Context: an optimization exercise on an open-source flow, tuned for small area, a short achievable clock period and few clock cycles per item. The choices shown serve that exercise and are no tape-out recipe. In this exercise RTL edits were held to simulation tests only and were not proved equivalent to the original.

**flow/config.mk**
```make
export PLATFORM = sky130hd
export DESIGN_NAME = kitten_fabric_tile
export DESIGN_NICKNAME = kitten_fabric_tile
export VERILOG_FILES = /design/flow/design.v
export SDC_FILE = /design/flow/constraint.sdc
export NUM_CORES = 4
export LEC_CHECK = 0
export CAP_MARGIN = 20
export CORE_MARGIN = 2
export CORE_UTILIZATION = 40
export SLEW_MARGIN = 20
```
**flow/constraint.sdc**
```tcl
create_clock -name core_clock -period 14.0 [get_ports {clk}]
set_input_delay 2.8000 -clock core_clock [delete_from_list [all_inputs] [get_ports {clk}]]
set_output_delay 2.8000 -clock core_clock [all_outputs]
set_load 0.01 [all_outputs]
```
**flow/design.v**
```verilog
`timescale 1ns / 1ps
`default_nettype none
module booth_csa (
    input  wire [7:0]  NEG,
    input  wire [7:0]  ONE,
    input  wire [7:0]  TWO,
    input  wire [16:0] B,
    output wire [32:0] S,
    output wire [32:0] C
);
    wire [17:0] bx  = {B[16], B};
    wire [17:0] bx2 = {B, 1'b0};
    wire [17:0] pp0r = (({18{ONE[0]}} & bx) | ({18{TWO[0]}} & bx2)) ^ {18{NEG[0]}};
    wire [17:0] pp0 = {~pp0r[17], pp0r[16:0]};
    wire [17:0] pp1r = (({18{ONE[1]}} & bx) | ({18{TWO[1]}} & bx2)) ^ {18{NEG[1]}};
    wire [17:0] pp1 = {~pp1r[17], pp1r[16:0]};
    wire [17:0] pp2r = (({18{ONE[2]}} & bx) | ({18{TWO[2]}} & bx2)) ^ {18{NEG[2]}};
    wire [17:0] pp2 = {~pp2r[17], pp2r[16:0]};
    wire [17:0] pp3r = (({18{ONE[3]}} & bx) | ({18{TWO[3]}} & bx2)) ^ {18{NEG[3]}};
    wire [17:0] pp3 = {~pp3r[17], pp3r[16:0]};
    wire [17:0] pp4r = (({18{ONE[4]}} & bx) | ({18{TWO[4]}} & bx2)) ^ {18{NEG[4]}};
    wire [17:0] pp4 = {~pp4r[17], pp4r[16:0]};
    wire [17:0] pp5r = (({18{ONE[5]}} & bx) | ({18{TWO[5]}} & bx2)) ^ {18{NEG[5]}};
    wire [17:0] pp5 = {~pp5r[17], pp5r[16:0]};
    wire [17:0] pp6r = (({18{ONE[6]}} & bx) | ({18{TWO[6]}} & bx2)) ^ {18{NEG[6]}};
    wire [17:0] pp6 = {~pp6r[17], pp6r[16:0]};
    wire [17:0] pp7r = (({18{ONE[7]}} & bx) | ({18{TWO[7]}} & bx2)) ^ {18{NEG[7]}};
    wire [17:0] pp7 = {~pp7r[17], pp7r[16:0]};
    wire hs0 = pp0[10] ^ pp1[8];
    wire hc0 = pp0[10] & pp1[8];
    wire hs1 = pp0[11] ^ pp1[9];
    wire hc1 = pp0[11] & pp1[9];
    wire fs0 = pp0[12] ^ pp1[10] ^ pp2[8];
    wire fc0 = (pp0[12] & pp1[10]) | (pp0[12] & pp2[8]) | (pp1[10] & pp2[8]);
    wire hs2 = pp3[6] ^ pp4[4];
    wire hc2 = pp3[6] & pp4[4];
    wire fs1 = pp0[13] ^ pp1[11] ^ pp2[9];
    wire fc1 = (pp0[13] & pp1[11]) | (pp0[13] & pp2[9]) | (pp1[11] & pp2[9]);
    wire hs3 = pp3[7] ^ pp4[5];
    wire hc3 = pp3[7] & pp4[5];
    wire fs2 = pp0[14] ^ pp1[12] ^ pp2[10];
    wire fc2 = (pp0[14] & pp1[12]) | (pp0[14] & pp2[10]) | (pp1[12] & pp2[10]);
    wire fs3 = pp3[8] ^ pp4[6] ^ pp5[4];
    wire fc3 = (pp3[8] & pp4[6]) | (pp3[8] & pp5[4]) | (pp4[6] & pp5[4]);
    wire hs4 = pp6[2] ^ pp7[0];
    wire hc4 = pp6[2] & pp7[0];
    wire fs4 = pp0[15] ^ pp1[13] ^ pp2[11];
    wire fc4 = (pp0[15] & pp1[13]) | (pp0[15] & pp2[11]) | (pp1[13] & pp2[11]);
    wire fs5 = pp3[9] ^ pp4[7] ^ pp5[5];
    wire fc5 = (pp3[9] & pp4[7]) | (pp3[9] & pp5[5]) | (pp4[7] & pp5[5]);
    wire hs5 = pp6[3] ^ pp7[1];
    wire hc5 = pp6[3] & pp7[1];
    wire fs6 = pp0[16] ^ pp1[14] ^ pp2[12];
    wire fc6 = (pp0[16] & pp1[14]) | (pp0[16] & pp2[12]) | (pp1[14] & pp2[12]);
    wire fs7 = pp3[10] ^ pp4[8] ^ pp5[6];
    wire fc7 = (pp3[10] & pp4[8]) | (pp3[10] & pp5[6]) | (pp4[8] & pp5[6]);
    wire hs6 = pp6[4] ^ pp7[2];
    wire hc6 = pp6[4] & pp7[2];
    wire fs8 = pp0[17] ^ pp1[15] ^ pp2[13];
    wire fc8 = (pp0[17] & pp1[15]) | (pp0[17] & pp2[13]) | (pp1[15] & pp2[13]);
    wire fs9 = pp3[11] ^ pp4[9] ^ pp5[7];
    wire fc9 = (pp3[11] & pp4[9]) | (pp3[11] & pp5[7]) | (pp4[9] & pp5[7]);
    wire hs7 = pp6[5] ^ pp7[3];
    wire hc7 = pp6[5] & pp7[3];
    wire fs10 = pp1[16] ^ pp2[14] ^ pp3[12];
    wire fc10 = (pp1[16] & pp2[14]) | (pp1[16] & pp3[12]) | (pp2[14] & pp3[12]);
    wire fs11 = pp4[10] ^ pp5[8] ^ pp6[6];
    wire fc11 = (pp4[10] & pp5[8]) | (pp4[10] & pp6[6]) | (pp5[8] & pp6[6]);
    wire fs12 = pp1[17] ^ pp2[15] ^ pp3[13];
    wire fc12 = (pp1[17] & pp2[15]) | (pp1[17] & pp3[13]) | (pp2[15] & pp3[13]);
    wire hs8 = pp4[11] ^ pp5[9];
    wire hc8 = pp4[11] & pp5[9];
    wire fs13 = pp2[16] ^ pp3[14] ^ pp4[12];
    wire fc13 = (pp2[16] & pp3[14]) | (pp2[16] & pp4[12]) | (pp3[14] & pp4[12]);
    wire hs9 = pp2[17] ^ pp3[15];
    wire hc9 = pp2[17] & pp3[15];
    wire hs10 = pp0[6] ^ pp1[4];
    wire hc10 = pp0[6] & pp1[4];
    wire hs11 = pp0[7] ^ pp1[5];
    wire hc11 = pp0[7] & pp1[5];
    wire fs14 = pp0[8] ^ pp1[6] ^ pp2[4];
    wire fc14 = (pp0[8] & pp1[6]) | (pp0[8] & pp2[4]) | (pp1[6] & pp2[4]);
    wire hs12 = pp3[2] ^ pp4[0];
    wire hc12 = pp3[2] & pp4[0];
    wire fs15 = pp0[9] ^ pp1[7] ^ pp2[5];
    wire fc15 = (pp0[9] & pp1[7]) | (pp0[9] & pp2[5]) | (pp1[7] & pp2[5]);
    wire hs13 = pp3[3] ^ pp4[1];
    wire hc13 = pp3[3] & pp4[1];
    wire fs16 = pp2[6] ^ pp3[4] ^ pp4[2];
    wire fc16 = (pp2[6] & pp3[4]) | (pp2[6] & pp4[2]) | (pp3[4] & pp4[2]);
    wire fs17 = pp5[0] ^ NEG[5] ^ hs0;
    wire fc17 = (pp5[0] & NEG[5]) | (pp5[0] & hs0) | (NEG[5] & hs0);
    wire fs18 = pp2[7] ^ pp3[5] ^ pp4[3];
    wire fc18 = (pp2[7] & pp3[5]) | (pp2[7] & pp4[3]) | (pp3[5] & pp4[3]);
    wire fs19 = pp5[1] ^ hs1 ^ hc0;
    wire fc19 = (pp5[1] & hs1) | (pp5[1] & hc0) | (hs1 & hc0);
    wire fs20 = pp5[2] ^ pp6[0] ^ NEG[6];
    wire fc20 = (pp5[2] & pp6[0]) | (pp5[2] & NEG[6]) | (pp6[0] & NEG[6]);
    wire fs21 = fs0 ^ hs2 ^ hc1;
    wire fc21 = (fs0 & hs2) | (fs0 & hc1) | (hs2 & hc1);
    wire fs22 = pp5[3] ^ pp6[1] ^ fs1;
    wire fc22 = (pp5[3] & pp6[1]) | (pp5[3] & fs1) | (pp6[1] & fs1);
    wire fs23 = hs3 ^ fc0 ^ hc2;
    wire fc23 = (hs3 & fc0) | (hs3 & hc2) | (fc0 & hc2);
    wire fs24 = NEG[7] ^ fs2 ^ fs3;
    wire fc24 = (NEG[7] & fs2) | (NEG[7] & fs3) | (fs2 & fs3);
    wire fs25 = hs4 ^ fc1 ^ hc3;
    wire fc25 = (hs4 & fc1) | (hs4 & hc3) | (fc1 & hc3);
    wire fs26 = fs4 ^ fs5 ^ hs5;
    wire fc26 = (fs4 & fs5) | (fs4 & hs5) | (fs5 & hs5);
    wire fs27 = fc2 ^ fc3 ^ hc4;
    wire fc27 = (fc2 & fc3) | (fc2 & hc4) | (fc3 & hc4);
    wire fs28 = fs6 ^ fs7 ^ hs6;
    wire fc28 = (fs6 & fs7) | (fs6 & hs6) | (fs7 & hs6);
    wire fs29 = fc4 ^ fc5 ^ hc5;
    wire fc29 = (fc4 & fc5) | (fc4 & hc5) | (fc5 & hc5);
    wire fs30 = fs8 ^ fs9 ^ hs7;
    wire fc30 = (fs8 & fs9) | (fs8 & hs7) | (fs9 & hs7);
    wire fs31 = fc6 ^ fc7 ^ hc6;
    wire fc31 = (fc6 & fc7) | (fc6 & hc6) | (fc7 & hc6);
    wire fs32 = pp7[4] ^ fs10 ^ fs11;
    wire fc32 = (pp7[4] & fs10) | (pp7[4] & fs11) | (fs10 & fs11);
    wire fs33 = fc8 ^ fc9 ^ hc7;
    wire fc33 = (fc8 & fc9) | (fc8 & hc7) | (fc9 & hc7);
    wire fs34 = pp6[7] ^ pp7[5] ^ fs12;
    wire fc34 = (pp6[7] & pp7[5]) | (pp6[7] & fs12) | (pp7[5] & fs12);
    wire fs35 = hs8 ^ fc10 ^ fc11;
    wire fc35 = (hs8 & fc10) | (hs8 & fc11) | (fc10 & fc11);
    wire fs36 = pp5[10] ^ pp6[8] ^ pp7[6];
    wire fc36 = (pp5[10] & pp6[8]) | (pp5[10] & pp7[6]) | (pp6[8] & pp7[6]);
    wire fs37 = fs13 ^ fc12 ^ hc8;
    wire fc37 = (fs13 & fc12) | (fs13 & hc8) | (fc12 & hc8);
    wire fs38 = pp4[13] ^ pp5[11] ^ pp6[9];
    wire fc38 = (pp4[13] & pp5[11]) | (pp4[13] & pp6[9]) | (pp5[11] & pp6[9]);
    wire fs39 = pp7[7] ^ hs9 ^ fc13;
    wire fc39 = (pp7[7] & hs9) | (pp7[7] & fc13) | (hs9 & fc13);
    wire fs40 = pp3[16] ^ pp4[14] ^ pp5[12];
    wire fc40 = (pp3[16] & pp4[14]) | (pp3[16] & pp5[12]) | (pp4[14] & pp5[12]);
    wire fs41 = pp6[10] ^ pp7[8] ^ hc9;
    wire fc41 = (pp6[10] & pp7[8]) | (pp6[10] & hc9) | (pp7[8] & hc9);
    wire fs42 = pp3[17] ^ pp4[15] ^ pp5[13];
    wire fc42 = (pp3[17] & pp4[15]) | (pp3[17] & pp5[13]) | (pp4[15] & pp5[13]);
    wire hs14 = pp6[11] ^ pp7[9];
    wire hc14 = pp6[11] & pp7[9];
    wire fs43 = pp4[16] ^ pp5[14] ^ pp6[12];
    wire fc43 = (pp4[16] & pp5[14]) | (pp4[16] & pp6[12]) | (pp5[14] & pp6[12]);
    wire hs15 = pp4[17] ^ pp5[15];
    wire hc15 = pp4[17] & pp5[15];
    wire hs16 = pp0[4] ^ pp1[2];
    wire hc16 = pp0[4] & pp1[2];
    wire hs17 = pp0[5] ^ pp1[3];
    wire hc17 = pp0[5] & pp1[3];
    wire fs44 = pp2[2] ^ pp3[0] ^ NEG[3];
    wire fc44 = (pp2[2] & pp3[0]) | (pp2[2] & NEG[3]) | (pp3[0] & NEG[3]);
    wire fs45 = pp2[3] ^ pp3[1] ^ hs11;
    wire fc45 = (pp2[3] & pp3[1]) | (pp2[3] & hs11) | (pp3[1] & hs11);
    wire fs46 = NEG[4] ^ fs14 ^ hs12;
    wire fc46 = (NEG[4] & fs14) | (NEG[4] & hs12) | (fs14 & hs12);
    wire fs47 = fs15 ^ hs13 ^ fc14;
    wire fc47 = (fs15 & hs13) | (fs15 & fc14) | (hs13 & fc14);
    wire fs48 = fs16 ^ fs17 ^ fc15;
    wire fc48 = (fs16 & fs17) | (fs16 & fc15) | (fs17 & fc15);
    wire fs49 = fs18 ^ fs19 ^ fc16;
    wire fc49 = (fs18 & fs19) | (fs18 & fc16) | (fs19 & fc16);
    wire fs50 = fs20 ^ fs21 ^ fc18;
    wire fc50 = (fs20 & fs21) | (fs20 & fc18) | (fs21 & fc18);
    wire fs51 = fs22 ^ fs23 ^ fc20;
    wire fc51 = (fs22 & fs23) | (fs22 & fc20) | (fs23 & fc20);
    wire fs52 = fs24 ^ fs25 ^ fc22;
    wire fc52 = (fs24 & fs25) | (fs24 & fc22) | (fs25 & fc22);
    wire fs53 = fs26 ^ fs27 ^ fc24;
    wire fc53 = (fs26 & fs27) | (fs26 & fc24) | (fs27 & fc24);
    wire fs54 = fs28 ^ fs29 ^ fc26;
    wire fc54 = (fs28 & fs29) | (fs28 & fc26) | (fs29 & fc26);
    wire fs55 = fs30 ^ fs31 ^ fc28;
    wire fc55 = (fs30 & fs31) | (fs30 & fc28) | (fs31 & fc28);
    wire fs56 = fs32 ^ fs33 ^ fc30;
    wire fc56 = (fs32 & fs33) | (fs32 & fc30) | (fs33 & fc30);
    wire fs57 = fs34 ^ fs35 ^ fc32;
    wire fc57 = (fs34 & fs35) | (fs34 & fc32) | (fs35 & fc32);
    wire fs58 = fs36 ^ fs37 ^ fc34;
    wire fc58 = (fs36 & fs37) | (fs36 & fc34) | (fs37 & fc34);
    wire fs59 = fs38 ^ fs39 ^ fc36;
    wire fc59 = (fs38 & fs39) | (fs38 & fc36) | (fs39 & fc36);
    wire fs60 = fs40 ^ fs41 ^ fc38;
    wire fc60 = (fs40 & fs41) | (fs40 & fc38) | (fs41 & fc38);
    wire fs61 = fs42 ^ hs14 ^ fc40;
    wire fc61 = (fs42 & hs14) | (fs42 & fc40) | (hs14 & fc40);
    wire fs62 = pp7[10] ^ fs43 ^ fc42;
    wire fc62 = (pp7[10] & fs43) | (pp7[10] & fc42) | (fs43 & fc42);
    wire fs63 = pp6[13] ^ pp7[11] ^ hs15;
    wire fc63 = (pp6[13] & pp7[11]) | (pp6[13] & hs15) | (pp7[11] & hs15);
    wire fs64 = pp5[16] ^ pp6[14] ^ pp7[12];
    wire fc64 = (pp5[16] & pp6[14]) | (pp5[16] & pp7[12]) | (pp6[14] & pp7[12]);
    wire hs18 = pp5[17] ^ pp6[15];
    wire hc18 = pp5[17] & pp6[15];
    wire hs19 = pp0[2] ^ pp1[0];
    wire hc19 = pp0[2] & pp1[0];
    wire hs20 = pp0[3] ^ pp1[1];
    wire hc20 = pp0[3] & pp1[1];
    wire fs65 = pp2[0] ^ NEG[2] ^ hs16;
    wire fc65 = (pp2[0] & NEG[2]) | (pp2[0] & hs16) | (NEG[2] & hs16);
    wire fs66 = pp2[1] ^ hs17 ^ hc16;
    wire fc66 = (pp2[1] & hs17) | (pp2[1] & hc16) | (hs17 & hc16);
    wire fs67 = hs10 ^ fs44 ^ hc17;
    wire fc67 = (hs10 & fs44) | (hs10 & hc17) | (fs44 & hc17);
    wire fs68 = hc10 ^ fs45 ^ fc44;
    wire fc68 = (hc10 & fs45) | (hc10 & fc44) | (fs45 & fc44);
    wire fs69 = hc11 ^ fs46 ^ fc45;
    wire fc69 = (hc11 & fs46) | (hc11 & fc45) | (fs46 & fc45);
    wire fs70 = hc12 ^ fs47 ^ fc46;
    wire fc70 = (hc12 & fs47) | (hc12 & fc46) | (fs47 & fc46);
    wire fs71 = hc13 ^ fs48 ^ fc47;
    wire fc71 = (hc13 & fs48) | (hc13 & fc47) | (fs48 & fc47);
    wire fs72 = fc17 ^ fs49 ^ fc48;
    wire fc72 = (fc17 & fs49) | (fc17 & fc48) | (fs49 & fc48);
    wire fs73 = fc19 ^ fs50 ^ fc49;
    wire fc73 = (fc19 & fs50) | (fc19 & fc49) | (fs50 & fc49);
    wire fs74 = fc21 ^ fs51 ^ fc50;
    wire fc74 = (fc21 & fs51) | (fc21 & fc50) | (fs51 & fc50);
    wire fs75 = fc23 ^ fs52 ^ fc51;
    wire fc75 = (fc23 & fs52) | (fc23 & fc51) | (fs52 & fc51);
    wire fs76 = fc25 ^ fs53 ^ fc52;
    wire fc76 = (fc25 & fs53) | (fc25 & fc52) | (fs53 & fc52);
    wire fs77 = fc27 ^ fs54 ^ fc53;
    wire fc77 = (fc27 & fs54) | (fc27 & fc53) | (fs54 & fc53);
    wire fs78 = fc29 ^ fs55 ^ fc54;
    wire fc78 = (fc29 & fs55) | (fc29 & fc54) | (fs55 & fc54);
    wire fs79 = fc31 ^ fs56 ^ fc55;
    wire fc79 = (fc31 & fs56) | (fc31 & fc55) | (fs56 & fc55);
    wire fs80 = fc33 ^ fs57 ^ fc56;
    wire fc80 = (fc33 & fs57) | (fc33 & fc56) | (fs57 & fc56);
    wire fs81 = fc35 ^ fs58 ^ fc57;
    wire fc81 = (fc35 & fs58) | (fc35 & fc57) | (fs58 & fc57);
    wire fs82 = fc37 ^ fs59 ^ fc58;
    wire fc82 = (fc37 & fs59) | (fc37 & fc58) | (fs59 & fc58);
    wire fs83 = fc39 ^ fs60 ^ fc59;
    wire fc83 = (fc39 & fs60) | (fc39 & fc59) | (fs60 & fc59);
    wire fs84 = fc41 ^ fs61 ^ fc60;
    wire fc84 = (fc41 & fs61) | (fc41 & fc60) | (fs61 & fc60);
    wire fs85 = hc14 ^ fs62 ^ fc61;
    wire fc85 = (hc14 & fs62) | (hc14 & fc61) | (fs62 & fc61);
    wire fs86 = fc43 ^ fs63 ^ fc62;
    wire fc86 = (fc43 & fs63) | (fc43 & fc62) | (fs63 & fc62);
    wire fs87 = hc15 ^ fs64 ^ fc63;
    wire fc87 = (hc15 & fs64) | (hc15 & fc63) | (fs64 & fc63);
    wire fs88 = pp7[13] ^ hs18 ^ fc64;
    wire fc88 = (pp7[13] & hs18) | (pp7[13] & fc64) | (hs18 & fc64);
    wire fs89 = pp6[16] ^ pp7[14] ^ hc18;
    wire fc89 = (pp6[16] & pp7[14]) | (pp6[16] & hc18) | (pp7[14] & hc18);
    wire hs21 = pp6[17] ^ pp7[15];
    wire hc21 = pp6[17] & pp7[15];
    assign S = {1'b0, pp7[17], pp7[16], hs21, fs89, fs88, fs87, fs86, fs85, fs84, fs83, fs82, fs81, fs80, fs79, fs78, fs77, fs76, fs75, fs74, fs73, fs72, fs71, fs70, fs69, fs68, fs67, fs66, fs65, hs20, NEG[1], pp0[1], pp0[0]};
    assign C = {1'b0, 1'b0, hc21, fc89, fc88, fc87, fc86, fc85, fc84, fc83, fc82, fc81, fc80, fc79, fc78, fc77, fc76, fc75, fc74, fc73, fc72, fc71, fc70, fc69, fc68, fc67, fc66, fc65, hc20, hc19, hs19, 1'b0, NEG[0]};
endmodule
`default_nettype wire
`timescale 1ns / 1ps
`default_nettype none
module kitten_fabric_tile #(
    parameter N_PRE       = 4096,
    parameter N_POST      = 4096,
    parameter ADDRW_PRE   = 13,
    parameter ADDRW_CSR   = 18,
    parameter ADDRW_POST  = 12,
    parameter PACK_WIDTH  = 8,
    parameter BRAM_DELAY  = 1
) (
    input  wire                  clk,
    input  wire                  rst,
    input  wire                  i_step_start,
    input  wire                  i_proj_done,
    output wire                  o_step_done,
    input  wire                  i_pre_spike_valid,
    input  wire [15:0]           i_pre_spike_idx,
    input  wire                  i_pre_spike,
    output wire                  o_pre_spike_ready,
    output wire                  o_post_spike_valid,
    output wire [PACK_WIDTH-1:0] o_post_spike_data,
    input  wire                  i_post_spike_ready,
    output wire [ADDRW_PRE-1:0]  o_indptr_addr,
    input  wire [31:0]           i_indptr_data,
    output wire [ADDRW_CSR-1:0]  o_indices_addr,
    input  wire [31:0]           i_indices_data,
    output wire [ADDRW_CSR-1:0]  o_values_addr,
    input  wire [15:0]           i_values_q_data,
    input  wire [15:0]           i_scale_q,
    output wire [ADDRW_POST-1:0] o_I_addr,
    output wire                  o_I_we,
    output wire [31:0]           o_I_din,
    input  wire [31:0]           i_I_dout,
    output wire [ADDRW_POST-1:0] o_v_addr,
    output wire                  o_v_we,
    output wire [31:0]           o_v_din,
    input  wire [31:0]           i_v_dout,
    input  wire [15:0]           i_alpha,
    input  wire [15:0]           i_v_th
);
    localparam [1:0] T_IDLE = 2'd0;
    localparam [1:0] T_PROJ = 2'd1;
    localparam [1:0] T_POP  = 2'd2;
    localparam [1:0] T_DONE = 2'd3;
    localparam [1:0] F_IDLE = 2'd0;    
    localparam [1:0] F_P0   = 2'd1;    
    localparam [1:0] F_P1   = 2'd2;    
    localparam [1:0] F_IT   = 2'd3;    
    reg  [1:0]  st;
    reg  [1:0]  fe;
    reg         ph;
    reg         rdy;
    reg  [12:0] pa;          
    reg  [18:0] k;           
    reg  [18:0] kend;        
    reg  [2:0]  ev;          
    reg  [3:0]  sv;          
    reg  [7:0]  NEG, ONE, TWO;    
    reg  [16:0] B;           
    reg  [15:0] vh;
    reg  [32:0] S, C;        
    reg         phm, phd;    
    reg  [31:0] rd;          
    reg  [31:0] acc;
    reg  [31:0] D;           
    reg  [11:0] AD;          
    reg  [11:0] aw;          
    reg         I_we, v_we;
    reg  [8:0]  pk;          
    reg  [7:0]  ow;
    reg         owv;
    reg         pdv;         
    wire pop  = (st == T_POP);
    wire proj = (st == T_PROJ);
    assign o_step_done        = (st == T_DONE);
    assign o_pre_spike_ready  = rdy;
    assign o_post_spike_valid = owv;
    assign o_post_spike_data  = ow;
    assign o_indptr_addr      = pa;
    assign o_indices_addr     = k[17:0];
    assign o_values_addr      = k[17:0];
    assign o_I_addr           = AD;
    assign o_v_addr           = AD;
    assign o_I_we             = I_we;
    assign o_v_we             = v_we;
    assign o_I_din            = D & {32{proj}};
    assign o_v_din            = D;
    wire [18:0] k1       = k + 19'd1;
    wire        has      = (k != i_indptr_data[18:0]);           
    wire        last     = (fe == F_P1) ? (k1 == i_indptr_data[18:0]) : (k1 == kend);
    wire        issue    = ((fe == F_P1) && has && !ph) || ((fe == F_IT) && !ph);
    wire        acc_ev   = i_pre_spike_valid && rdy &&
                           (proj || ((st == T_IDLE) && i_step_start));
    wire        proj_idle = (fe == F_IDLE) && !(|ev) && !I_we;
    wire        go_pop    = proj && proj_idle && pdv;
    wire [32:0] s_n, c_n;
    booth_csa u_mul (.NEG(NEG), .ONE(ONE), .TWO(TWO), .B(B), .S(s_n), .C(c_n));
    wire [15:0] a_in = pop ? i_alpha : i_values_q_data;
    wire [16:0] a_x  = {a_in, 1'b0};
    reg  [7:0]  neg_n, one_n, two_n;
    integer q;
    always @(*) begin
        for (q = 0; q < 8; q = q + 1) begin
            neg_n[q] = a_x[2*q+2] & ~(a_x[2*q+1] & a_x[2*q]);
            one_n[q] = a_x[2*q+1] ^ a_x[2*q];
            two_n[q] = (a_x[2*q+2] & ~a_x[2*q+1] & ~a_x[2*q]) |
                       (~a_x[2*q+2] & a_x[2*q+1] & a_x[2*q]);
        end
    end
    wire [14:0] c14_t = {1'b0, S[13:0]} + {1'b0, C[13:0]};
    wire [31:0] ys    = phm ? {13'd0, S[32:14]} : {S[29:0], 2'b00};
    wire [31:0] yc    = phm ? {13'd0, C[32:14]} : {C[29:0], 2'b00};
    wire [31:0] kc    = phm ? (32'd0 - 32'd174760) : (32'd0 - (32'd21845 << 19));
    wire [31:0] xo    = phm ? rd : acc;
    wire [31:0] sum   = xo + kc + ys + yc + {31'd0, phm & c14_t[14]};
    wire [31:0] th    = {{16{kend[15]}}, kend[15:0]};
    wire [32:0] dif33 = {acc[31], acc} - {th[31], th};
    wire [31:0] dif   = dif33[31:0];
    wire        spk   = !dif33[32];
    wire [31:0] vnew  = spk ? dif : acc;
    wire        fwd   = !pop && I_we && (AD == aw);
    wire        rd_issue = !k[12] && !((k[2:0] == 3'd7) && owv);
    always @(posedge clk or posedge rst) begin
        if (rst) begin
            st   <= T_IDLE;
            fe   <= F_IDLE;
            ph   <= 1'b0;
            phm  <= 1'b0;
            phd  <= 1'b0;
            rdy  <= 1'b1;
            ev   <= 3'd0;
            sv   <= 4'd0;
            I_we <= 1'b0;
            v_we <= 1'b0;
            owv  <= 1'b0;
            pdv  <= 1'b0;
        end else begin
            pdv <= i_proj_done && !i_pre_spike_valid;
            ph  <= !ph;
            phm <= !phm;
            phd <= !phd;
            ev <= {ev[1:0], issue};
            case (st)
                T_IDLE: if (i_step_start) st <= T_PROJ;
                T_PROJ: if (go_pop) st <= T_POP;
                T_POP:  if (k[12] && !(|sv) && !v_we && !owv) st <= T_DONE;
                T_DONE: if (!i_step_start) st <= T_IDLE;
            endcase
            case (fe)
                F_P0: fe <= F_P1;
                F_P1: begin
                    if (!has) begin
                        fe  <= F_IDLE;
                        rdy <= 1'b1;
                    end else if (!ph) begin
                        if (last) begin
                            fe  <= F_IDLE;
                            rdy <= 1'b1;
                        end else begin
                            fe <= F_IT;
                        end
                    end else begin
                        fe <= F_IT;
                        if (last) rdy <= 1'b1;
                    end
                end
                F_IT: begin
                    if (!ph) begin
                        if (rdy) fe <= F_IDLE;
                    end else begin
                        if (last) rdy <= 1'b1;
                    end
                end
                default: ;
            endcase
            if (acc_ev) begin
                if (i_pre_spike) begin
                    fe  <= F_P0;
                    rdy <= 1'b0;
                end else begin
                    fe  <= F_IDLE;
                end
            end
            if (pop) begin
                if (ph) begin
                    I_we <= rd_issue;
                    v_we <= 1'b0;
                    sv   <= {sv[2:0], rd_issue};
                    if (sv[2]) begin
                        if (pk[1]) owv <= 1'b1;
                    end
                end else begin
                    I_we <= 1'b0;
                    v_we <= sv[3];
                end
            end else begin
                I_we <= ph ? ev[2] : 1'b0;
                v_we <= 1'b0;
                sv   <= 4'd0;
            end
            if (owv && i_post_spike_ready) owv <= 1'b0;
        end
    end
    always @(posedge clk) begin
        pa <= rdy ? i_pre_spike_idx[12:0] : pa + 13'd1;
        if (go_pop)
            k <= 19'd0;
        else if (pop) begin
            if (ph && rd_issue) k <= k1;
        end else if (fe == F_P0)
            k <= i_indptr_data[18:0];
        else if (fe[1] && !ph)
            k <= k1;
        if (pop)
            kend <= {3'd0, i_v_th};
        else if (fe == F_P1)
            kend <= i_indptr_data[18:0];
        if (!phd) begin
            NEG <= neg_n;
            ONE <= one_n;
            TWO <= two_n;
        end
        if (pop) B <= phd ? {1'b0, i_v_dout[15:0]} : {vh[15], vh};
        else     B <= {1'b0, i_scale_q};
        vh <= i_v_dout[31:16];
        S  <= s_n;
        C  <= c_n;
        if (pop ? phd : !phd) rd <= fwd ? D : i_I_dout;
        acc <= sum;
        if (phd) D <= pop ? vnew : sum;
        if (pop) begin
            if (ph) begin
                AD <= k[11:0];
            end else begin
                AD <= aw;
                if (sv[3]) aw <= aw + 12'd1;
            end
        end else begin
            if (ph) begin
                AD <= aw;
                aw <= AD;
            end else begin
                AD <= i_indices_data[11:0];
            end
            if (go_pop) aw <= 12'd0;
        end
        if (!pop) pk <= 9'h100;
        else if (ph && sv[2]) begin
            if (pk[1]) begin
                ow <= {spk, pk[8:2]};
                pk <= 9'h100;
            end else begin
                pk <= {spk, pk[8:1]};
            end
        end
    end
endmodule
`default_nettype wire
```
**flow/run.sh**
```bash
#!/bin/bash
# synth_recipe.tcl (not shown) runs the flow's synth.tcl, then flattens the netlist and writes it again
# the make line also repeats each setting of config.mk as NAME=value (left out here)
make -C /OpenROAD-flow-scripts/flow DESIGN_CONFIG=/design/flow/config.mk WORK_HOME=/design/flow/orfs CLKGATE_MAP_FILE= SYNTH_SCRIPT=/design/flow/synth_recipe.tcl finish
```
==> metrics list, run 1 <==
* Result of the run: timing/DRC/antenna clean
* Via count of the first global-routing pass: 18716
* Total number of nets in the final design: 3110
* Cell count after synthesis: between 2000 and 2500
* Number of CTS-inserted buffers: 39
* Max-cap check violation count: 0
- Number of hold buffers added after cts: 0
* Global placement routability congestion: a little under 0.9
- Part of the cycle the worst path needs: 41.23%
- Total count of hold-check failures in the final report: 0
- The die is around 250 um tall.
- The largest total area in the synthesized netlist belongs to edfxtp_1.
- Setup repair after global routing left no endpoint under its margin.
- Number of enable flip-flop cells after synthesis: 124
- Clock-pin slew was measured on the worst setup and hold paths at 0.06 ns.
* Starting DRC count in detailed routing: 1246
* Number of standard-cell rows in the floorplan: 90
- Of the cells placed in the final design, the portion with a size suffix greater than 1 is between 7 and 8%.
- Number of cells in the design after placement: between 3000 and 4000
- Total standard cell area after synthesis: around 24000 sq um
- Counting every net in the synthesized netlist gives roughly 3000.
- The worst setup path is captured at a register.
- After layout, the minimum clock period comes to 5.772 ns.
- In this run the critical register-to-register path is launched from phm.
* P&R area growth vs syn: 19.09%
- Critical path peak fanout: 49
- For the worst setup path, the data required time is roughly 14 ns.
* Number of routed nets with antenna violations: 0
- #FFs+latches synth: ~330
- Clock root buffer master: clkbuf_16
- Worst-case clock skew: 0.01927 ns
- The worst setup path is of the register to register kind.
- Worst slew slack as a fraction of its limit: 21.76%
* Total gr overflow: 0
* Count of unresolved DRC violations after routing: 0
* Detailed Place HPWL: 51030 um
- Counting distinct cell types in the post-synthesis netlist gives 76.
* Post-cts gate resize count: 0
- Maximum number of pins on one net before global-route repair: roughly 140
- In this run the biggest area consumer among cell types represents 15.39% of the synthesized area.
- Sequential cells were found to cover 32.42% of the synthesized design area.
- Kind of launch point of the worst setup path: register
- Of all flip-flops after synthesis, the portion carrying an async set or reset was between 5 and 6%.
* Via Count: 18475
* Type of the most critical hold path: register to register
- In the synthesized netlist the dominant register cell turns out to be dfxtp_1.
- Final cell count without fillers: 3450
- Antenna violations before repair: 4
- Die Wd: 250.0 um
* Number of buffers on the longest clock path: 3
- The die covers around 62000 sq um.
- Derived from the worst setup path, the maximum achievable clock frequency is roughly 0.17 GHz.
- Summed over all layers, the routed wires come to 68490 um.
- Effective utilization at floorplan: between 40% and 50%
* Count of warnings emitted by yosys: 1
- The max-slew violation count was 0.
* Cell types with the largest area share after synthesis: edfxtp_1, dfxtp_1, fa_1
* Clock insertion delay at the later pin of the skew report: around 0.57 ns
* Total global routing track utilization: 21.44%
- Hold path startpoint: ev[0]
- H-tree depth: 2
- Most repeated cell in the gate-level netlist after synthesis: inv_1
- After detailed routing, the number of vias per cell comes to about 5.4.
* CP Data Arrival Time: 6.04 ns
- Number of I/O pins: between 300 and 400
* Beginning of the critical path: phm
- Count of input and output buffers: 328
- TritonCTS built the clock tree.
- The core region is 60130 sq um.
- In the final routed layout, each cell accounts on average for 19.85 um.
* Measured slew at the worst slew-check pin: 1.174 ns
* Accumulated negative setup slack: 0 ns
* Number of clock sinks seen by CTS: 325
* First-pass GRT wire length: 106700 um
* Post-CTS setup buffer count: 0
- Number of iterations in the first detailed-routing pass: 5
- Top cell types by occurrence after synthesis: inv_1, dfxtp_1, xnor2_1, clkbuf_1, ha_1
* Synthesized area per cell: roughly 10 sq um
* Final count of negative-setup-slack endpoints: 0
[sequential cells by signal, summed over array words and instances (netlist names), 4 cells and up]
register / count
vh: 16
sv: 4
pk: 8
TWO: 8
aw: 12
ow: 8
ONE: 8
pa: 13
kend: 19
D: 32
acc: 32
C: 30
k: 19
AD: 12
NEG: 8
B: 17
rd: 32
S: 32
[cell type report]
class	instances	area (sq um)
Fill cell	5659	31320
Multi-Input combinational cell	1735	14600
Sequential cell	325	7849
Timing Repair Buffer	346	3436
Clock buffer	54	1105
Tap cell	782	978.4
Inverter	186	698.2
Clock inverter	18	142.6
Antenna cell	4	10.01
[cell families (layout without fill, tap and decap cells)]
| kind of cell | Yosys count | after routing | share of synthesized area [%] |
|---|---|---|---|
| AOI/OAI and AO/OA | 486 | 486 | 13.13 |
| and+or+nand+nor | 486 | 486 | 9.840 |
| buffers and inverters | 411 | 604 | 7.353 |
| DFF | 325 | 325 | 32.42 |
| xor gates and xnor gates | 286 | 286 | 10.35 |
| adders and majority gates | 262 | 262 | 17.46 |
| muxes | 215 | 215 | 9.447 |
| other | 0 | 4 | 0 |
[metal layers]
layer / wire length, um / up-vias / GRT usage (%) / share of wire [%]
met5: 13 / - / 0 / 0.019
met1: 31280 / 9017 / 29.35 / 46
met2: 32500 / 538 / 35.49 / 47
met3: 3465 / 86 / 2.920 / 5.1
met4: 1236 / 2 / 5.920 / 1.8
li1: - / 8832 / - / -
[layout by cell type (no fill, tap or decap), types with 13 or more instances in the layout]
cell and count:
fa_1 126, inv_1 185, o21a_1 14, and2_1 41, a31oi_1 13, o21ai_1 16
xnor2_1 178, a211oi_1 20, xor2_1 108, nor3_1 28, a21o_1 28, edfxtp_1 124
nand3_1 37, clkbuf_16 41, ha_1 135, mux2_2 91, buf_4 15, dfrtp_1 16
mux2i_1 120, nor2_1 120, nor2b_1 30, nand2_1 135, a21oi_1 118, clkdlybuf4s50_1 328
dfxtp_1 182, and3_1 23, o21ai_0 82, a22oi_1 131
[worst paths after layout]
check	endpoint	slack, ns	cells past startpoint
worst max register to register	D[29]	8.23	15
min in group asynchronous	phd	2.73	2
max in group asynchronous	phm	10.60	2
worst min-delay path	ev[1]	0.38	0
worst max-delay path	D[29]	8.23	15
worst min register to register	ev[1]	0.38	0
[per-stage QoR]
stage	util (%)	setup slack [ns]	hold slack [ns]	area (sq um)
3_5_place_dp	45.81	8.265	0.3691	27540
5_1_grt	47.92	7.859	0.3966	28810
3_3_place_gp	45.80	8.207	0.3605	27540
6_report	47.92	8.228	0.3829	28820
4_1_cts	47.88	8.251	0.3876	28790
2_1_floorplan	-	9.404	0.3462	24200
[critical path: stages, from the launching register on]
cell,delay (ns)
dfrtp_4,0.79
buf_4,0.60
inv_2,0.41
fa_1,0.62
inv_1,0.05
fa_1,0.44
ha_1,0.40
and4_1,0.30
nand3_1,0.13
nor4_1,0.33
nor3_1,0.17
a21oi_1,0.30
a31o_2,0.26
a41oi_1,0.20
o31ai_1,0.34
a311oi_2,0.07
Testbench counts, summed over its fixed seeds: cycles 330,670, steps 24.
==> run 2, diff against run 1 <==
--- a/flow/config.mk
+++ b/flow/config.mk
@@ -7,5 +7,5 @@
 export LEC_CHECK = 0
-export CAP_MARGIN = 20
+export CAP_MARGIN = 40
 export CORE_MARGIN = 2
 export CORE_UTILIZATION = 40
-export SLEW_MARGIN = 20
+export SLEW_MARGIN = 60
==> metrics list, run 2 <==
- Result of the run: timing/DRC/antenna clean
- Counting the buffers created by CTS gives 39.
* First-pass GRT wire length: roughly 110000 um
- Between clock sinks in the finished design, the worst skew comes to 0.01902 ns.
- Layout cells sized above 1: under 10%
- For the pin with the worst max-slew slack, the measured transition is 0.5804 ns.
- Cell count after synthesis: 2471
- The H-tree was split into 2 levels.
- Global routing used 35.63% of the available met2 tracks.
- Detailed Place HPWL: 52730 um
- The multi-input combinational cells in the finished layout cover a total of 14630 sq um.
- For this run, the detailed router's first-pass iteration total came to 6.
- The worst pin sits at a relative slew slack of between 60% and 70%.
- Die Wd: 250.0 um
* Top cell types by occurrence after synthesis: inv_1, dfxtp_1, xnor2_1, clkbuf_1, ha_1
- At the end of the flow, the number of nets in the layout was 3146.
- Post-layout utilization of the core: 48.69%
- After clock tree synthesis, the clock-pin slew on the worst setup and hold paths is 0.06 ns.
* Count of input and output buffers: about 330
- #FFs+latches synth: 325
* Clock tree from TritonCTS: done
* Sequential fraction of the synthesis area: 32.42%
- Antenna violations before repair: 4
- For this design, the slowest cell found on the critical path is fa_1.
- Total global routing track utilization: a little over a fifth
- Dividing the detail-routed via count by the number of cells gives 5.337.
* Max-cap check violation count: 0
- For this run the aggregate overflow at the end of global routing stands at 0.
- The final layout contains routed wiring with a total length of 68770 um.
- Total standard cell area after synthesis: 24200 sq um
* Number of cells in the design after placement: 3407
- Top delay family on crit path: compound AO/OA/AOI/OAI gates
- Each instance of the synthesized netlist takes up on average 9.792 sq um.
* Unrepaired setup endpoints after global routing: false
- Type of the most critical hold path: register to register
- In this run the standard cell core region covers 60130 sq um.
- The number of buffers and inverters on the critical path is 0.
* GR peak layer: met2
* Most repeated cell in the gate-level netlist after synthesis: inv_1
- Portion of synthesized cell area occupied by the leading cell type: 15.39%
* Cell types with the largest area share after synthesis: edfxtp_1, dfxtp_1, fa_1
* Maximum number of pins on one net before global-route repair: 89
- For the worst-skew pair, the clock arrives at the later sink with an insertion delay of 0.56 ns.
- CP Data Arrival Time: 5.84 ns
- Max Clk Rate: 0.1825 GHz
- Library cell occupying the most area in the post-synthesis netlist: edfxtp_1
* Routed wire length per instance: 19.73 um
- Worst path cell trace: ha_1 -> a41o_1 -> a21o_1 -> a21o_1 -> a21oi_1 -> nor2b_1 -> o21ai_0 -> a21oi_1 -> o21a_1 -> o21ai_0 -> a21oi_1 -> ha_1 -> ha_1 -> fa_1 -> a21oi_1 -> o211a_1 -> nor4_1 -> nor3_1 -> a21oi_1 -> a31o_2 -> a211oi_1 -> xnor2_1 -> nor2_1 -> a211oi_1
* Slew Limit Fails: 0
- Number of clock sinks seen by CTS: 325
* Final cell count without fillers: 3485
- Delay of the slowest critical-path stage: 0.50 ns
- Part of the cycle the worst path needs: 39.14%
* Number of buffers on the longest clock path: 3
- The number of nets handed over by synthesis was 2948.
- Most frequent cells in the layout: clkdlybuf4s50_1, inv_1, xnor2_1
- Accumulated negative setup slack: 0 ns
- In this run the core area contains 90 standard-cell rows.
- In this run the most critical hold path is launched from ev[0].
* Post-cts gate resize count: 0
- Cell type with the highest occurrence count on the critical path: a21oi_1
* Floorplan die height: between 200 and 250 um
- For the worst setup path, the data required time is ~14 ns.
- During I/O placement, the number of pins put on the boundary was about 370.
- Grt met1 use: 29.60%
* Top_reg_cell synth: dfxtp_1
* Effective utilization at floorplan: 40.24%
* Starting DRC count in detailed routing: ~1200
- Detailed routing inserted a total of between 15000 and 20000 vias.
- The final count of hold timing violations is 0.
* Global placement routability congestion: 0.8912
* Filler instances: 5563
* Count of warnings emitted by yosys: 1
- After layout, the minimum clock period comes to 5.479 ns.
- Worst setup path category: register to register
- The number of setup buffers added after CTS is 0.
- Compared with the post-synthesis result, the final layout area differs by 21.00%.
- Synth async-reset ratio: 5.846%
* Reg2Reg Launch Point: C[2]
- GR Layer Usage met3: 2.649%
- Via count of the first global-routing pass: 18805
- In this run, synthesis inferred 124 flip-flops with an integrated enable.
* Register Area: ~7900 sq um
* Number of routed nets with antenna violations: 0
* Number of hold buffers added after cts: 0
- Count of unresolved DRC violations after routing: 0
* Final count of negative-setup-slack endpoints: 0
- Critical path peak fanout: 4
* Library cells used by synthesis: 76
- Leading cell type in the layout, fill and taps excluded: clkdlybuf4s50_1
* Beginning of the critical path: C[2]
* Clock root buffer master: clkbuf_16
- Nature of the critical path endpoint: register
* Kind of launch point of the worst setup path: register
* Minimum hold slack: 0.3747 ns
- The floorplan step defined a die boundary enclosing 62480 sq um.
==> run 2: cell count changes in the layout (fill, tap and decap cells not counted), sizes merged <==
| cell | delta |
|---|---|
| buf | +36 |
| bufinv | +3 |
| clkbuf | -3 |
| clkinv | +1 |
| clkinvlp | +3 |
| diode | -1 |
| inv | -4 |
==> run 2: per-stage QoR <==
stage	setup slack, ns	cell area [sq um]
finish	8.521	29280
global placement	8.207	27540
CTS	8.238	29190
floorplan	9.404	24200
global route	8.122	29280
detailed placement	8.270	27870
==> run 2: cell families after synthesis <==
family,after synthesis,synth area share (%)
compound gates,486,13.13
xor+xnor,286,10.35
fa+ha+maj,262,17.46
buf+inv,411,7.353
flops,325,32.42
mux,215,9.447
simple gates,486,9.840
==> run 2: worst reg2reg max path, delay by kind of cell, from the launching register on <==
kind | cells | cell delay (ns)
adder cells (fa/ha/maj) | 4 | 1.27
flip-flops | 1 | 0.31
XOR/XNOR | 1 | 0.17
AND/OR/NAND/NOR | 4 | 0.55
AO/OA/AOI/OAI | 15 | 2.99
==> run 2: final timing paths <==
path	end	cells after the start	slack [ns]
min	ev[1]	0	0.37
max reg2reg	D[31]	24	8.52
max in group asynchronous	phm	2	11.14
min in group asynchronous	phd	2	2.54
min reg2reg	ev[1]	0	0.37
max	D[31]	24	8.52
==> run 2: layout make-up <==
cell class / count / share of cell area (%)
multi-input cells: 1735 / 49.96
clock inverters: 21 / 0.7478
inverters: 186 / 2.397
diodes: 3 / 0.02564
well taps: 782 / 3.342
repair buffers: 382 / 12.87
flip-flops and latches: 325 / 26.90
clock buffers: 51 / 3.769
==> run 2: routing by layer <==
layer	share of wire [%]	wire length, um	vias to the layer above
li1	-	-	8899
met1	45	31020	8998
met2	47	32210	579
met3	5.3	3628	122
met4	2.8	1921	0
met5	0	0	-
==> run 3, diff against run 2 <==
==> flow/flow/run.sh (new file) <==
#!/bin/bash
# Standard layout, with plain buffers on the ports.
set -o pipefail
cp standard.sh standard_copy.log
export BUFFER_PORTS_ARGS="-buffer_cell sky130_fd_sc_hd__buf_2"
bash standard.sh 2>&1 | tee standard_flow.log
==> flow/standard.sh (new file) <==
#!/bin/bash
# synth_recipe.tcl (not shown) runs the flow's synth.tcl, then flattens the netlist and writes it again
# the make line also repeats each setting of config.mk as NAME=value (left out here)
make -C /OpenROAD-flow-scripts/flow DESIGN_CONFIG=/design/flow/config.mk WORK_HOME=/design/flow/orfs CLKGATE_MAP_FILE= SYNTH_SCRIPT=/design/flow/synth_recipe.tcl "${@:-finish}"
removed: flow/run.sh
==> metrics list, run 3 <==
- Part of the cycle the worst path needs: 38.92%
* Total core area: 60130 sq um
* Count of warnings emitted by yosys: 1
* Post-CTS setup buffer count: 0
* Clock tree from TritonCTS: done
- Clock insertion delay at the later pin of the skew report: 0.57 ns
* Post-layout utilization of the core: a little under half
- The worst pin sits at a relative slew slack of 61.91%.
- Unrepaired setup endpoints after global routing: false
- Timing analysis after detailed placement gives a worst setup slack of 8.286 ns.
- Worst setup path category: register to register
- Most repeated cell in the gate-level netlist after synthesis: inv_1
- Most frequent cells in the layout: buf_2, inv_1, xnor2_1
- Max-cap check violation count: 0
* Number of buffers on the longest clock path: 3
* Post-cts gate resize count: 0
* Delay of the slowest critical-path stage: between 0.4 and 0.5 ns
- The worst hold path terminates at ev[2].
- In this run the register-to-register setup slack is 8.55 ns.
- #FFs+latches synth: 325
* Cell type with the highest occurrence count on the critical path: a21oi_1
- The die is 250.0 um tall.
- Total gr overflow: 0
- Top_reg_cell synth: dfxtp_1
- Portion of synthesized cell area occupied by the leading cell type: roughly 15%
- Overall die area: ~62000 sq um
- Of all flip-flops after synthesis, the portion carrying an async set or reset was 5.846%.
* CP Data Required Time: 14.37 ns
- Sorting the synthesized cells by area gives the leading types as edfxtp_1, dfxtp_1, fa_1.
- Buffers placed on the I/O ports in this run total ~330.
- For this design, the slowest cell found on the critical path is fa_1.
- Number of cells in the design after placement: between 3000 and 4000
- The number of antenna violations at the first check in global routing was 1.
- Number of routed nets with antenna violations: 0
- The area growth from synthesis to layout is 14.42%.
- Accumulated negative setup slack: 0 ns
- Timing would allow up to 0.1835 GHz.
* Maximum number of pins on one net before global-route repair: 76
- Number of I/O pins: 365
- Wires add up to 67220 um.
* Effective utilization at floorplan: about 40%
* Cell count after synthesis: 2471
- Result of the run: timing/DRC/antenna clean
- Die Wd: 250.0 um
- Cells with a size suffix above 1 make up 22.03% of the layout.
- Nature of the critical path endpoint: register
* Clock period minus worst slack: roughly 5.4 ns
- Library cells used by synthesis: 76
- Hold path startpoint: ev[1]
* Total count of hold-check failures in the final report: 0
* Total number of nets in the final design: 3152
- The number of nets in the synthesized netlist is about 2900.
* Reg2Reg Launch Point: C[2]
- At the pin with the least slew margin, the transition time is 0.5713 ns.
- Slack of the critical path: 8.552 ns
- Final cell count without fillers: ~3500
- The detailed router finished its first iteration with about 1200 violations.
- Summed over all nets, the half-perimeter wirelength after detailed placement is 51160 um.
* Critical path peak fanout: 4
* Synthesized area per cell: between 9 and 10 sq um
* Number of CTS-inserted buffers: 39
* Hold-critical path depth: 0
- CTS clk-pin slew, worst paths: 0.06 ns
- Sorting the synthesized cells by how often they occur yields inv_1, dfxtp_1, xnor2_1, clkbuf_1, ha_1.
- Total standard cell area after synthesis: 24200 sq um
- Slew Limit Fails: 0
- Number of iterations in the first detailed-routing pass: 5
- Endpoint of the worst-slack reg-to-reg timing path: D[31]
* H-tree depth: 2
- The biggest area contributor in the post-synthesis netlist is edfxtp_1.
- The tightest min-delay check is of the register to register type.
- Leading cell type in the layout, fill and taps excluded: buf_2
* Number of standard-cell rows in the floorplan: 90
* CP Data Arrival Time: between 5 and 6 ns
* Worst r2r path cells: 24
* Sequential fraction of the synthesis area: 32.42%
* Worst path cell trace: ha_1 -> a41o_1 -> a21o_1 -> a21o_1 -> a21oi_1 -> nor2b_1 -> o21ai_0 -> a21oi_1 -> o21a_1 -> o21ai_0 -> a21oi_1 -> ha_1 -> ha_1 -> fa_1 -> a21oi_1 -> o211a_1 -> nor4_1 -> nor3_1 -> a21oi_1 -> a31o_2 -> a211oi_1 -> xnor2_1 -> nor2_1 -> a211oi_1
- Total global routing track utilization: 21.14%
* Kind of launch point of the worst setup path: register
* Number of hold buffers added after cts: 0
- Number of enable flip-flop cells after synthesis: around 120
* Final count of negative-setup-slack endpoints: 0
- The clock arrives with 0.02134 ns of skew.
* First-pass GRT wire length: ~110000 um
* Via Count: 18524
- Routed wire length per instance: 19.27 um
* Number of clock sinks seen by CTS: 325
* Via count of the first global-routing pass: 18585
* Global placement routability congestion: 0.9036
* Clock root buffer master: clkbuf_16
* Vias per cell: 5.309
- After detailed routing, the number of remaining DRC violations is 0.
-- run 3: cell counts after synthesis --
No cell type changed its count.
-- run 3: logic make-up after synthesis --
kind of cell    count (synthesis)  synth area share, %
compound gates                486                13.13
xor+xnor                      286                10.35
fa+ha+maj                     262                17.46
buf+inv                       411                7.353
flops                         325                32.42
mux                           215                9.447
simple gates                  486                9.840
-- run 3: area by class of cell --
type	instances	area, sq um
inverters	186	701.9
fillers	5736	32450
diodes	1	2.502
clock inverters	16	176.4
multi-input cells	1735	14630
repair buffers	388	2183
well taps	782	978.4
flip-flops and latches	325	7875
clock buffers	56	1142
-- run 3: how the worst max path moves through the flow --
stage               start    end  slack (ns)  depth (start not counted)
finish               C[2]  D[31]        8.55                         24
global route         C[2]  D[31]        8.10                         24
CTS                   phm  D[31]        8.28                         16
detailed placement    phm  D[29]        8.29                         15
global placement      phm  D[29]        8.26                         15
floorplan             phm  D[29]        9.40                         16
-- run 3: layer usage --
layer	routed length, um	track usage (%)	vias to the layer above
li1	-	-	8910
met4	1508	5.783	0
met2	31150	34.33	602
met1	30870	29.68	8902
met3	3697	2.628	110
met5	0	0	-
-- run 3: stage by stage --
stage | hold WS, ns | cell area, sq um
after detailed placement | 0.3684 | 26250
after global routing | 0.3891 | 27690
after global placement | 0.3607 | 25880
final | 0.3785 | 27690
after CTS | 0.3819 | 27570
after floorplan | 0.3462 | 24200
-- run 3: worst max-delay path, delay by kind of cell (launching register included) --
kind	cells	cell delay (ns)
DFF	1	0.31
xor gates and xnor gates	1	0.20
adders and majority gates	4	1.24
and+or+nand+nor	4	0.48
AOI/OAI and AO/OA	15	3.01
==> run 4, diff against run 3 <==
==> flow/flow/run.sh (replaced) <==
#!/bin/bash
# Standard layout, with plain buffers on the ports.
set -o pipefail
cp standard.sh standard_copy.log
export BUFFER_PORTS_ARGS="-buffer_cell sky130_fd_sc_hd__buf_1"
bash standard.sh 2>&1 | tee standard_flow.log
==> metrics list, run 4 <==
- N_diodes: 0
- Delay of the slowest critical-path stage: 0.50 ns
- Share of cell area taken by muxes after synthesis: under 10%
- Clock tree from TritonCTS: done
- #FFs+latches synth: 325
- Hold-critical path depth: 0
- The floorplan has 90 rows.
* Floorplan die height: about 250 um
- The synthesized design devotes to its leading area cell type 15.39% of total area.
* Worst slew slack as a fraction of its limit: 61.34%
- Measured in cells, the most critical reg-to-reg path has a length of 24.
- Entering global routing, the biggest net connects 76 pins.
- Most frequent cells in the layout: buf_1, inv_1, xnor2_1
- Synth async-reset ratio: 5.846%
- On the critical path the largest part of the delay comes from compound AO/OA/AOI/OAI gates.
- Main combinational cell family by area after synthesis: adder cells
- Total global routing track utilization: 21.03%
- From synthesis to final layout, the design area changed by 13.06%.
- The H-tree was split into 2 levels.
- Part of the cycle the worst path needs: roughly 40%
* Fraction of the mapped netlist area in simple logic gates: under 10%
* Worst-case clock skew: 0.01239 ns
* End point of the most critical hold path: ev[2]
* Cell count after synthesis: 2471
- Grt met1 use: 29.33%
- In this run, the number of DRC markers left after iteration 0 of detailed routing was 1293.
* Kind of launch point of the worst setup path: register
- The first global-routing pass estimated between 100000 and 150000 um of wire.
* Vias per cell: roughly 5.3
* Library cell occupying the most area in the post-synthesis netlist: edfxtp_1
* Cell types with the largest area share after synthesis: edfxtp_1, dfxtp_1, fa_1
- Clock period minus worst slack: between 5 and 6 ns
- GR Layer Usage met3: 2.597%
* Number of enable flip-flop cells after synthesis: 124
- Sequential fraction of the synthesis area: 32.42%
* Endpoint of the worst-slack reg-to-reg timing path: D[31]
* Result of the run: timing/DRC/antenna clean
- For this run, the detailed router's first-pass iteration total came to 5.
* Layout cells sized above 1: 10.02%
- Effective utilization at floorplan: roughly two fifths
- Data on the critical path is required at its endpoint by about 14 ns.
- Minimum hold slack: 0.3811 ns
- Measured slew at the worst slew-check pin: between 0.5 and 0.6 ns
- Post-synthesis compound-gate area fraction: approximately an eighth
- Die Wd: 250.0 um
- Via Count: 18391
* Number of CTS-inserted buffers: 39
- GR peak layer: met2
- Synthesized area per cell: 9.792 sq um
- The total area inside the core boundary comes to about 60000 sq um.
- Reg2Reg Launch Point: C[2]
* Count of unresolved DRC violations after routing: 0
* Number of routed nets with antenna violations: 0
- Among all cell types in the netlist, the one instantiated most often is inv_1.
- Wire length reported by the detailed router: 66540 um
* Type of the most critical hold path: register to register
- Post-cts gate resize count: 0
- Critical path buffers and inverters: 0
- Total standard cell area after synthesis: 24200 sq um
- Dividing the detail-routed wire length by the instance count gives around 19 um.
- Library cells used by synthesis: 76
- Post-layout utilization of the core: about 45%
* Fraction of synthesized cell area in xor and xnor cells: 10.35%
* Worst setup path category: register to register
- After clock tree synthesis, the setup repair step added 0 buffers.
* Net count of the mapped netlist: 2948
* Antenna violations before repair: 0
- Count of input and output buffers: 328
- Top_reg_cell synth: dfxtp_1
- CTS clk-pin slew, worst paths: about 0.060 ns
- Slowest stage cell on the critical path: fa_1
- Clock insertion delay at the later pin of the skew report: between 0.5 and 0.6 ns
* Final count of negative-setup-slack endpoints: 0
- Accumulated negative setup slack: 0 ns
* Critical path peak fanout: 4
- The cell that appears most often on the critical path is a21oi_1.
- The tool flagged a number of max-cap violations equal to 0.
* Met2 usage: approximately a third
- Number of hold buffers added after cts: 0
- The floorplan step defined a die boundary enclosing 62480 sq um.
- Summed over all layers, the global routing overflow is 0.
- Leading cell type in the layout, fill and taps excluded: buf_1
* Unrepaired setup endpoints after global routing: false
* Post-synthesis adder-cell area fraction: 17.46%
* Max Clk Rate: 0.1816 GHz
* CP Data Arrival Time: 5.87 ns
- Worst setup slack for register-to-register paths: 8.49 ns
* Total count of hold-check failures in the final report: 0
- The worst hold path begins at ev[1].
* Total number of nets in the final design: 3150
- Count of warnings emitted by yosys: 1
- CTS placed an instance of clkbuf_16 at the clock tree root.
* Number of buffers on the longest clock path: 3
- Nature of the critical path endpoint: register
- Via count of the first global-routing pass: 18476
* Top cell types by occurrence after synthesis: inv_1, dfxtp_1, xnor2_1, clkbuf_1, ha_1
* Detailed Place HPWL: 50720 um
* Number of I/O pins: 365
- Global placement routability congestion: 0.8995
* Worst path cell trace: ha_1 -> a41o_1 -> a21o_1 -> a21o_1 -> a21oi_1 -> nor2b_1 -> o21ai_0 -> a21oi_1 -> o21a_1 -> o21ai_0 -> a21oi_1 -> ha_1 -> ha_1 -> fa_1 -> a21oi_1 -> o211a_1 -> nor4_1 -> nor3_1 -> a21oi_1 -> a31o_2 -> a211oi_1 -> xnor2_1 -> nor2_1 -> a211oi_1
- The clock net in this run drives a total of between 300 and 400 sinks.
* Slew Limit Fails: 0
==> run 4: cell counts after synthesis <==
No cell type changed its count.
==> run 4: worst register-to-register path, cell delays in order (launching register included) <==
cell      delay (ns)
dfxtp_1         0.32
ha_1            0.28
a41o_1          0.25
a21o_1          0.18
a21o_1          0.18
a21oi_1         0.16
nor2b_1         0.06
o21ai_0         0.15
a21oi_1         0.08
o21a_1          0.17
o21ai_0         0.15
a21oi_1         0.14
ha_1            0.23
ha_1            0.25
fa_1            0.50
a21oi_1         0.21
o211a_1         0.24
nor4_1          0.07
nor3_1          0.34
a21oi_1         0.23
a31o_2          0.34
a211oi_1        0.27
xnor2_1         0.19
nor2_1          0.06
a211oi_1        0.28
==> run 4: kinds of logic after synthesis <==
family          count (synthesis)
compound gates                486
simple gates                  486
buf+inv                       411
flops                         325
xor+xnor                      286
fa+ha+maj                     262
mux                           215
==> run 4: layout make-up <==
type | instances | area [sq um]
Tap cell | 782 | 978.4
Clock inverter | 23 | 299.0
Timing Repair Buffer | 386 | 1754
Clock buffer | 49 | 1117
Sequential cell | 325 | 7875
Fill cell | 5756 | 32780
Multi-Input combinational cell | 1735 | 14630
Inverter | 186 | 701.9
==> run 4: stage by stage <==
stage	worst slack (ns)	cells	instance area, sq um
final	8.493	3486	27360
after global routing	8.135	3486	27360
after detailed placement	8.314	3410	25840
after global placement	8.263	3371	25480
after CTS	8.241	3482	27250
after floorplan	9.404	2471	24200
==> run 4: worst max-delay path by stage <==
stage | start | endpoint | cells after the start
final | C[2] | D[31] | 24
after floorplan | phm | D[29] | 16
after CTS | phm | D[31] | 16
after global routing | C[2] | D[31] | 24
after detailed placement | phm | D[29] | 15
after global placement | phm | D[29] | 15
==> run 4: metal layers <==
metal	wire length [um]	part of all wire (%)
met5	0	0
met4	1988	3.0
met3	3461	5.2
met2	30540	46
met1	30550	46
==> run 5, diff against run 4 <==
==> flow/flow/run.sh (replaced) <==
#!/bin/bash
# Standard layout with plain buffers on the ports; timing repair aims
# SETUP_MARGIN ns beyond the clock period.
set -o pipefail
export BUFFER_PORTS_ARGS="-buffer_cell sky130_fd_sc_hd__buf_1"
bash standard.sh SETUP_SLACK_MARGIN=10.5 finish 2>&1 | tee standard_flow.log
==> metrics list, run 5 <==
- The run finished with no timing, DRC or antenna violations.
* Number of CTS-inserted buffers: 39
* Type of the most critical hold path: register to register
* Cell type with the highest occurrence count on the critical path: ha_4
- Max-cap violations in this run came to 0.
- STA classifies the critical path startpoint as a register.
* Antenna violations before repair: 4
* Top_reg_cell synth: dfxtp_1
* Cell types with the largest area share after synthesis: edfxtp_1, dfxtp_1, fa_1
- First-pass GRT wire length: around 110000 um
* Number of routed nets with antenna violations: 0
- Number of I/O pins: 365
* Worst-case clock skew: 0.02221 ns
* Slew Limit Fails: 0
- In this run the core area contains 90 standard-cell rows.
- Wire length reported by the detailed router: between 70000 and 80000 um
- The first TritonRoute pass finished after 6 iterations.
- Yosys mapped the design onto 76 distinct sky130hd cell types.
- Total global routing track utilization: 22.50%
- At the end of the flow the core is filled with cells to 51.23%.
- In the layout the commonest cells are buf_1, inv_1, xnor2_1.
- The floorplan step defined a core boundary enclosing 60130 sq um.
- Sequential fraction of the synthesis area: 32.42%
* Delay of the slowest critical-path stage: 0.35 ns
- In this run, synthesis inferred 124 flip-flops with an integrated enable.
* Number of clock sinks seen by CTS: roughly 330
* Final count of negative-setup-slack endpoints: 0
* Cell count after synthesis: ~2500
- In the routed design, unresolved DRC markers number 0.
- The worst pin sits at a relative slew slack of a little over three fifths.
* H-tree depth: 2
* Total number of nets in the final design: 3272
* Clock tree from TritonCTS: done
* Detailed Place HPWL: 51430 um
- CP Data Arrival Time: 4.93 ns
* Effective utilization at floorplan: 40.24%
- Die Wd: 250.0 um
- After layout, the minimum clock period comes to 4.615 ns.
- Worst setup path category: register to register
- Measured along the y axis, the die boundary spans between 200 and 250 um.
- Clock root buffer master: clkbuf_16
- Clock-pin slew was measured on the worst setup and hold paths at about 0.060 ns.
* Top cell types by occurrence after synthesis: inv_1, dfxtp_1, xnor2_1, clkbuf_1, ha_1
- CP Data Required Time: around 14 ns
- Accumulated negative setup slack: 0 ns
- Global placement routability congestion: 0.8967
- Max Clk Rate: 0.2167 GHz
* Overall die area: ~62000 sq um
* Count of input and output buffers: approximately 330
- After synthesis the cells add up to ~24000 sq um.
* Maximum number of pins on one net before global-route repair: 76
- The via count of the first global-routing pass is ~20000.
* Portion of synthesized cell area occupied by the leading cell type: 15.39%
- Measured slew at the worst slew-check pin: around 0.56 ns
* Via Count: 19398
- Unrepaired setup endpoints after global routing: true
- Clock insertion delay at the later pin of the skew report: 0.56 ns
- Layout cells sized above 1: 27.21%
- Most repeated cell in the gate-level netlist after synthesis: inv_1
* Routed wire length per instance: 20.24 um
* Leading cell type in the layout, fill and taps excluded: buf_1
* Synth async-reset ratio: 5.846%
- The final count of hold timing violations came to 0.
- Net count of the mapped netlist: 2948
- Count of warnings emitted by yosys: 1
- Number of buffers on the longest clock path: 3
* Vias per cell: between 5 and 6
- Relative to the synthesized area, the layout overhead comes to 27.31%.
* Library cell occupying the most area in the post-synthesis netlist: edfxtp_1
* Starting DRC count in detailed routing: 1260
- Nature of the critical path endpoint: register
- #FFs+latches synth: 325
- Of all nets on the critical path, the largest fanout is 4.
- After global routing the overflow that remains totals 0.
- Synthesized area per cell: about 9.8 sq um
- Part of the cycle the worst path needs: 32.96%
- The slowest stage of the critical path is the fa_2 cell.
==> run 5: repair_timing <==
item,in CTS,in global routing
endpoints found under the hold margin,0,0
gates resized for setup,348,180
hold buffers,0,0
cloned,5,5
setup endpoints to repair,215,217
buffers inserted,81,33
pin swaps,50,45
==> run 5: cell type report <==
class,count,area [sq um]
diodes,2,5.005
multi-input cells,1735,15780
inverters,186,710.7
clock buffers,54,1166
flip-flops and latches,325,8003
repair buffers,508,3918
well taps,782,978.4
fillers,5423,29330
clock inverters,18,244.0
==> run 5: cell families after synthesis <==
| group | after synthesis | synth area share, % |
|---|---|---|
| compound gates | 486 | 13.13 |
| simple gates | 486 | 9.840 |
| buf+inv | 411 | 7.353 |
| flops | 325 | 32.42 |
| xor+xnor | 286 | 10.35 |
| fa+ha+maj | 262 | 17.46 |
| mux | 215 | 9.447 |
==> run 5: worst paths after layout <==
check / from / endpoint / slack, ns / cells after the start
hold reg to reg: ev[0] / ev[1] / 0.38 / 0
hold / removal: ev[0] / ev[1] / 0.38 / 0
setup / recovery: S[2] / D[27] / 9.38 / 25
min in group asynchronous: rst / phd / 2.19 / 2
max in group asynchronous: rst / phm / 11.48 / 2
setup reg to reg: S[2] / D[27] / 9.38 / 25
==> run 5: critical path, delay by kind of cell (launching register included) <==
family / cells / cell delay, ns
muxes: 1 / 0.28
and+or+nand+nor: 5 / 0.39
xor gates and xnor gates: 1 / 0.15
adders and majority gates: 4 / 0.92
DFF: 1 / 0.33
AOI/OAI and AO/OA: 13 / 2.18
buffers and inverters: 1 / 0.15
==> run 5: through the flow <==
step / std cells / setup WS, ns / hold slack, ns / area, sq um
finish: 3610 / 9.385 / 0.3823 / 30800
global route: 3610 / 9.160 / 0.3986 / 30800
detailed placement: 3408 / 8.698 / 0.3738 / 26340
floorplan: 2471 / 9.598 / 0.3462 / 24800
global placement: 3371 / 8.499 / 0.3624 / 25960
CTS: 3566 / 9.332 / 0.3878 / 29780
==> run 5: layer usage <==
layer	global-route usage [%]	vias to the layer above	wire length, um
met5	0	-	20
met3	3.171	130	4475
met1	30.78	9443	31980
met2	36.76	657	34500
li1	-	9164	-
met4	7.186	4	2095

[afterwards: timing with drivers on the ports]
The flow's constraints put no driver on any port. The routed layouts listed below were extracted and timed again, unchanged, in two steps. Step 1: set_driving_cell puts a clkbuf_16 on clk and a buf_2 on each other input, an assumption about the parent block. Step 2 adds t to the input delays and takes it off the output delays; t is the mean of the earliest and latest rising clock arrival at the registers after step 1. Input paths then give back, and output paths get back, about the clock's delay inside the block. Slacks: ideal / step 1 / step 2; pairs: ideal / step 1.
run | shift t [ns] | setup slack, ns | worst slew at a driven data input, ns
run 1 | 0.613 | 8.228 / 8.228 / 8.228 | 0.09
run 2 | 0.605 | 8.521 / 8.521 / 8.401 | 0.09
run 3 | 0.609 | 8.552 / 8.552 / 8.552 | 0.07
run 4 | 0.609 | 8.493 / 8.493 / 8.493 | 0.07
run 5 | 0.609 | 9.385 / 9.362 / 9.198 | 0.08
After both steps setup and hold are still met in every run listed. For run 5, which loses most, drivers alone change the setup slack by -0.023 ns; drivers and shift together by -0.187 ns.
